This is an optimization exercise on Yosys and OpenROAD, whose aim is small area and a short achievable clock period, not a production implementation. At most, simulation tests tie the RTL to the original design; equivalence was not proved. The flow treats the clock pin as an ideal source. Dropping or thinning the clock tree relies on that and would not hold on a real chip. Power is estimated from default activity; no workload was simulated.

Setup of run B:
Design radix_2_butterfly, start of the top module:
module radix_2_butterfly #(
    parameter DATA_WIDTH = 16
) (
    input  logic       clkIn,
    input  logic       rstIn,
    input  logic       enIn,
    input  logic       validIn,
    input  ComplexType dataIn,
    output logic       validOut,
    output ComplexType dataOut
);
==> flow/config.mk <==
export PLATFORM = sky130hd
export DESIGN_NAME = radix_2_butterfly
export DESIGN_NICKNAME = radix_2_butterfly
export VERILOG_FILES = /design/flow/design.v
export SDC_FILE = /design/flow/constraint.sdc
export NUM_CORES = 4
export LEC_CHECK = 0
export CAP_MARGIN = 20
export CORE_MARGIN = 2
export CORE_UTILIZATION = 40
export SLEW_MARGIN = 20
==> flow/constraint.sdc <==
create_clock -name core_clock -period 3.0 [get_ports {clkIn}]
set_input_delay 0.6000 -clock core_clock [delete_from_list [all_inputs] [get_ports {clkIn}]]
set_output_delay 0.6000 -clock core_clock [all_outputs]
set_load 0.01 [all_outputs]
standard.sh (not shown) runs the stock make flow with config.mk's settings and CLKGATE_MAP_FILE= SYNTH_SCRIPT=/design/flow/synth_recipe.tcl, a recipe that flattens the netlist after the stock synthesis.
==> flow/flow/run.sh <==
#!/bin/bash
set -euo pipefail
bash standard.sh ADDER_MAP_FILE= ABC_AREA=1 MATCH_CELL_FOOTPRINT=0 SETUP_SLACK_MARGIN=1.55 BUFFER_PORTS_ARGS=-buffer_cell\ sky130_fd_sc_hd__buf_2 finish > orfs_flow.log 2>&1
Run B finished all stages; the layout is clean.
#### Input delta (run F over run B)
==> flow/flow/run.sh <==
#!/bin/bash
set -euo pipefail
bash standard.sh ADDER_MAP_FILE= ABC_AREA=1 MATCH_CELL_FOOTPRINT=0 SETUP_SLACK_MARGIN=1.25 BUFFER_PORTS_ARGS=-buffer_cell\ sky130_fd_sc_hd__buf_2 CTS_CLUSTER_SIZE=40 CTS_BUF_LIST=sky130_fd_sc_hd__clkbuf_8 finish > orfs_flow.log 2>&1
As far as clock skew is concerned, run B and run F perform about the same. | power per cell area | lower: run F |. Hold slack: run F worse than run B. Measured against each other, run F and run B differ in number of non-filler instances in the completed layout, the lower figure coming from run F.
Function was not checked in any run of this note: the RTL went through the layout flow alone.

Setup of job 6236:
The RTL this note starts from:
==> flow/design.v <==
parameter REAL_DATA_WIDTH = 32;
typedef logic[REAL_DATA_WIDTH-1:0] RealDataType;
function automatic RealDataType unpackReal(input RealDataType arg, input int NUM_BITS);
    if (NUM_BITS > REAL_DATA_WIDTH) begin
        $error("Attempted to grab %d bits from %d bit RealDataType", NUM_BITS, REAL_DATA_WIDTH);
    end
    unpackReal = arg >> (REAL_DATA_WIDTH - NUM_BITS);
endfunction
function automatic RealDataType packReal(input RealDataType arg, input int NUM_BITS);
    if (NUM_BITS > REAL_DATA_WIDTH) begin
        $error("Attempted to pack %d bits in %d bit RealDataType", NUM_BITS, REAL_DATA_WIDTH);
    end
    packReal = arg << (REAL_DATA_WIDTH - NUM_BITS);
endfunction
typedef struct packed {
    RealDataType re;
    RealDataType im;
} ComplexType;
typedef logic[2*REAL_DATA_WIDTH-1:0] ComplexLogicType;
function automatic ComplexLogicType complexToLogic(input ComplexType arg);
    complexToLogic = {arg.im, arg.re};
endfunction
function automatic ComplexType logicToComplex(input ComplexLogicType arg);
    logicToComplex = {arg[2*REAL_DATA_WIDTH-1:REAL_DATA_WIDTH], arg[REAL_DATA_WIDTH-1:0]};
endfunction
`timescale 1ns/1ns
module radix_2_butterfly #(
    parameter DATA_WIDTH = 16
) (
    input  logic       clkIn,
    input  logic       rstIn,
    input  logic       enIn,
    input  logic       validIn,
    input  ComplexType dataIn,
    output logic       validOut,
    output ComplexType dataOut
);
    localparam int LW = DATA_WIDTH / 2;          
    localparam int HW = DATA_WIDTH + 1 - LW;     
    logic       stateR;      
    logic       bInvR;       
    logic [2:0] validR;
    always_ff @(posedge clkIn) begin
        if (rstIn) begin
            stateR <= 1'b0;
            validR <= 3'b000;
        end else if (enIn) begin
            if (validIn) stateR <= ~stateR;
            validR <= {validR[1:0], validIn};
        end
    end
    logic signed [DATA_WIDTH-1:0] inRe, inIm;
    assign inRe = dataIn[63 -: DATA_WIDTH];
    assign inIm = dataIn[31 -: DATA_WIDTH];
    function automatic logic [HW:0] prefixAdd(input logic [HW-1:0] a,
                                              input logic [HW-1:0] b,
                                              input logic cin);
        logic [HW-1:0] p, g, gg, pp, gn, pn;
        p  = a ^ b;
        g  = a & b;
        gg = g;
        pp = p;
        gg[0] = g[0] | (p[0] & cin);
        for (int l = 0; (1 << l) < HW; l++) begin
            gn = gg;
            pn = pp;
            for (int i = 0; i < HW; i++) begin
                if ((i >> l) & 1) begin
                    gn[i] = gg[i] | (pp[i] & gg[((i >> l) << l) - 1]);
                    pn[i] = pp[i] & pp[((i >> l) << l) - 1];
                end
            end
            gg = gn;
            pp = pn;
        end
        prefixAdd = {gg[HW-1], p ^ {gg[HW-2:0], cin}};
    endfunction
    function automatic logic lowCarry(input logic [LW-1:0] a,
                                      input logic [LW-1:0] b,
                                      input logic cin);
        logic [HW:0] s;
        s = prefixAdd(HW'(a), HW'(b), cin);
        lowCarry = s[LW];
    endfunction
    logic signed [DATA_WIDTH-1:0] x0ReR, x0ImR, aReR, aImR, bReR, bImR;
    logic                         cReR, cImR;
    logic signed [DATA_WIDTH:0]   outReR, outImR;
    logic [HW:0] lowRe, lowIm, highRe, highIm;
    assign lowRe  = prefixAdd(HW'(aReR[LW-1:0]), HW'(bReR[LW-1:0]), bInvR);
    assign lowIm  = prefixAdd(HW'(aImR[LW-1:0]), HW'(bImR[LW-1:0]), bInvR);
    assign highRe = prefixAdd({aReR[DATA_WIDTH-1], aReR[DATA_WIDTH-1:LW]},
                              {bReR[DATA_WIDTH-1], bReR[DATA_WIDTH-1:LW]}, cReR);
    assign highIm = prefixAdd({aImR[DATA_WIDTH-1], aImR[DATA_WIDTH-1:LW]},
                              {bImR[DATA_WIDTH-1], bImR[DATA_WIDTH-1:LW]}, cImR);
    always_ff @(posedge clkIn) begin
        if (enIn) begin
            if (stateR) begin
                aReR  <= x0ReR;
                aImR  <= x0ImR;
                bReR  <= inRe;
                bImR  <= inIm;
                bInvR <= 1'b0;
                cReR  <= lowCarry(x0ReR[LW-1:0], inRe[LW-1:0], 1'b0);
                cImR  <= lowCarry(x0ImR[LW-1:0], inIm[LW-1:0], 1'b0);
            end else begin
                x0ReR <= inRe;
                x0ImR <= inIm;
                bReR  <= ~bReR;
                bImR  <= ~bImR;
                bInvR <= ~bInvR;
                cReR  <= lowCarry(aReR[LW-1:0], ~bReR[LW-1:0], ~bInvR);
                cImR  <= lowCarry(aImR[LW-1:0], ~bImR[LW-1:0], ~bInvR);
            end
            outReR <= {highRe[HW-1:0], lowRe[LW-1:0]};
            outImR <= {highIm[HW-1:0], lowIm[LW-1:0]};
        end
    end
    assign dataOut.re = {outReR, {(32-DATA_WIDTH-1){1'b0}}};
    assign dataOut.im = {outImR, {(32-DATA_WIDTH-1){1'b0}}};
    assign validOut   = validR[2];
endmodule
export LEC_CHECK = 0
export CAP_MARGIN = 20
export CORE_MARGIN = 2
export CORE_UTILIZATION = 40
export SLEW_MARGIN = 20
create_clock -name core_clock -period 3.0 [get_ports {clkIn}]
==> flow/flow/run.sh <==
#!/bin/bash
# Layout flow: the standard ORFS flow (standard.sh) with these changes:
#  - synthesis: no full/half adder cell extraction before ABC (ADDER_MAP_FILE
#    empty) and ABC's delay-driven mapping script (ABC_AREA=1);
#  - resizing may change a cell's footprint (MATCH_CELL_FOOTPRINT=0);
#  - ports buffered with buf_2;
#  - repair_timing aims for SETUP_SLACK_MARGIN of slack;
#  - the clock tree is built by flow/cts_manual.tcl (the clock port drives
#    4 clkbuf_16, each driving the flip-flops of one quarter of the core)
#    instead of TritonCTS.
# Each step's output goes to a log file of its own in this folder.
set -euo pipefail
K=(ADDER_MAP_FILE= ABC_AREA=1 MATCH_CELL_FOOTPRINT=0 SETUP_SLACK_MARGIN=1.4 CORE_UTILIZATION=60
   "BUFFER_PORTS_ARGS=-buffer_cell sky130_fd_sc_hd__buf_2")
bash standard.sh "${K[@]}" place > 1_synth_place.log 2>&1
bash standard.sh "${K[@]}" run RUN_SCRIPT="$PWD/flow/cts_manual.tcl" > 2_cts_manual.log 2>&1
bash standard.sh "${K[@]}" finish > 3_route_finish.log 2>&1
Other scripts of this flow, unchanged in this note and not shown: flow/flow/cts_manual.tcl
Inputs modified between job 6236 and job 9232:
diff --git a/flow/flow/run.sh b/flow/flow/run.sh
--- a/flow/flow/run.sh
+++ b/flow/flow/run.sh
@@ -11,5 +11,5 @@
 # Each step's output goes to a log file of its own in this folder.
 set -euo pipefail
-K=(ADDER_MAP_FILE= ABC_AREA=1 MATCH_CELL_FOOTPRINT=0 SETUP_SLACK_MARGIN=1.4 CORE_UTILIZATION=60
+K=(ADDER_MAP_FILE= ABC_AREA=1 MATCH_CELL_FOOTPRINT=0 SETUP_SLACK_MARGIN=1.6
    "BUFFER_PORTS_ARGS=-buffer_cell sky130_fd_sc_hd__buf_2")
 bash standard.sh "${K[@]}" place > 1_synth_place.log 2>&1
### Flow results
Job 9232 has combinational power share above what job 6236 had. Job 9232: placement-stage cell area 140 um^2 above job 6236. First-pass GRT wire length (job 9232 vs. job 6236) increases by more than 10%. Re sequential portion of the cell area: job 6236 was higher than job 9232. Taking job 6236 as the reference, in job 9232 layout overhead on the synthesized area now larger; power share of the sequential group now smaller; sequential cell count of the final layout comparable.
[inputs] job 6867 vs job 9232
diff --git a/flow/flow/run.sh b/flow/flow/run.sh
--- a/flow/flow/run.sh
+++ b/flow/flow/run.sh
@@ -11,5 +11,5 @@
 # Each step's output goes to a log file of its own in this folder.
 set -euo pipefail
-K=(ADDER_MAP_FILE= ABC_AREA=1 MATCH_CELL_FOOTPRINT=0 SETUP_SLACK_MARGIN=1.6
+K=(ADDER_MAP_FILE= ABC_AREA=1 MATCH_CELL_FOOTPRINT=0 SETUP_SLACK_MARGIN=1.4
    "BUFFER_PORTS_ARGS=-buffer_cell sky130_fd_sc_hd__buf_2")
 bash standard.sh "${K[@]}" place > 1_synth_place.log 2>&1
[job 6867] timing-limited maximum frequency rose 3.3 MHz relative to job 9232
Taking job 9232 as the reference, in job 6867 layout overhead on the synthesized area dropped 12 points, layout net count dropped about 6%, number of global-route vias before repair dropped 428.
Max-slew violation total from the final report: job 6867 vs job 9232 identical
Cell count after placement: job 6867 vs job 9232, no meaningful difference
For job 9232, the beginning of the critical path was aReR[8]$_DFFE_PP_, unlike job 6867, where it was bImR[11]$_DFFE_PP_.
| post-route standard cell area excluding fillers | higher: job 9232 |
Job 6867 against job 9232: ratio of final minimum period to clock period went down 0.25 points; critical path depth picked up an extra 1; cell area reported after detailed placement down about 0.5%; share of cell area taken by flip-flops and latches moved up.
Input changes introduced in job 7636 (baseline for comparison: job 6867):
diff --git a/flow/flow/run.sh b/flow/flow/run.sh
--- a/flow/flow/run.sh
+++ b/flow/flow/run.sh
@@ -11,5 +11,5 @@
 # Each step's output goes to a log file of its own in this folder.
 set -euo pipefail
-K=(ADDER_MAP_FILE= ABC_AREA=1 MATCH_CELL_FOOTPRINT=0 SETUP_SLACK_MARGIN=1.4
+K=(ADDER_MAP_FILE= ABC_AREA=1 MATCH_CELL_FOOTPRINT=0 SETUP_SLACK_MARGIN=1.4 CORE_UTILIZATION=70
    "BUFFER_PORTS_ARGS=-buffer_cell sky130_fd_sc_hd__buf_2")
 bash standard.sh "${K[@]}" place > 1_synth_place.log 2>&1
Results
Power spent charging and discharging nets (lower): job 7636. Going from job 6867 to job 7636, the final cell count was found to have gone down by 106. Power: job 7636 draws less than job 6867.
No run of this note takes its clock network from TritonCTS; it comes from the design's own scripts or RTL.

re-timing with driven ports:
No port has a modelled driver above. Below, the same layouts with a new extraction and two added sets of constraints. Step 1 sets driving cells, clkbuf_16 on the clock port and buf_2 on the other inputs (assumed; they add their load-dependent delay and slew). Step 2 moves the port delays by t, midway between the first and last clock arrival at a register: inputs arrive t later, outputs are due t later. That takes back most of the time a late clock gives input paths. Slacks: no drivers / after step 1 / after step 2; pairs: no drivers / after step 1.
| run | t, ns | setup slack, ns | worst setup path after step 2 | worst slew at a driven data input, ns |
|---|---|---|---|---|
| run B | 0.448 | 1.266 / 1.266 / 1.210 | input to register | 0.07 |
| run F | 0.462 | 1.295 / 1.295 / 1.022 | input to register | 0.06 |
| job 6236 | 0.262 | 1.474 / 1.474 / 1.275 | input to register | 0.05 |
| job 9232 | 0.265 | 1.503 / 1.503 / 1.343 | input to register | 0.05 |
| job 6867 | 0.266 | 1.511 / 1.511 / 1.306 | input to register | 0.05 |
| job 7636 | 0.252 | 1.465 / 1.481 / 1.272 | input to register | 0.05 |
After both steps every run listed still meets setup and hold. For run F, which loses most, drivers alone change the setup slack by 0.000 ns; drivers and shift together by -0.273 ns.
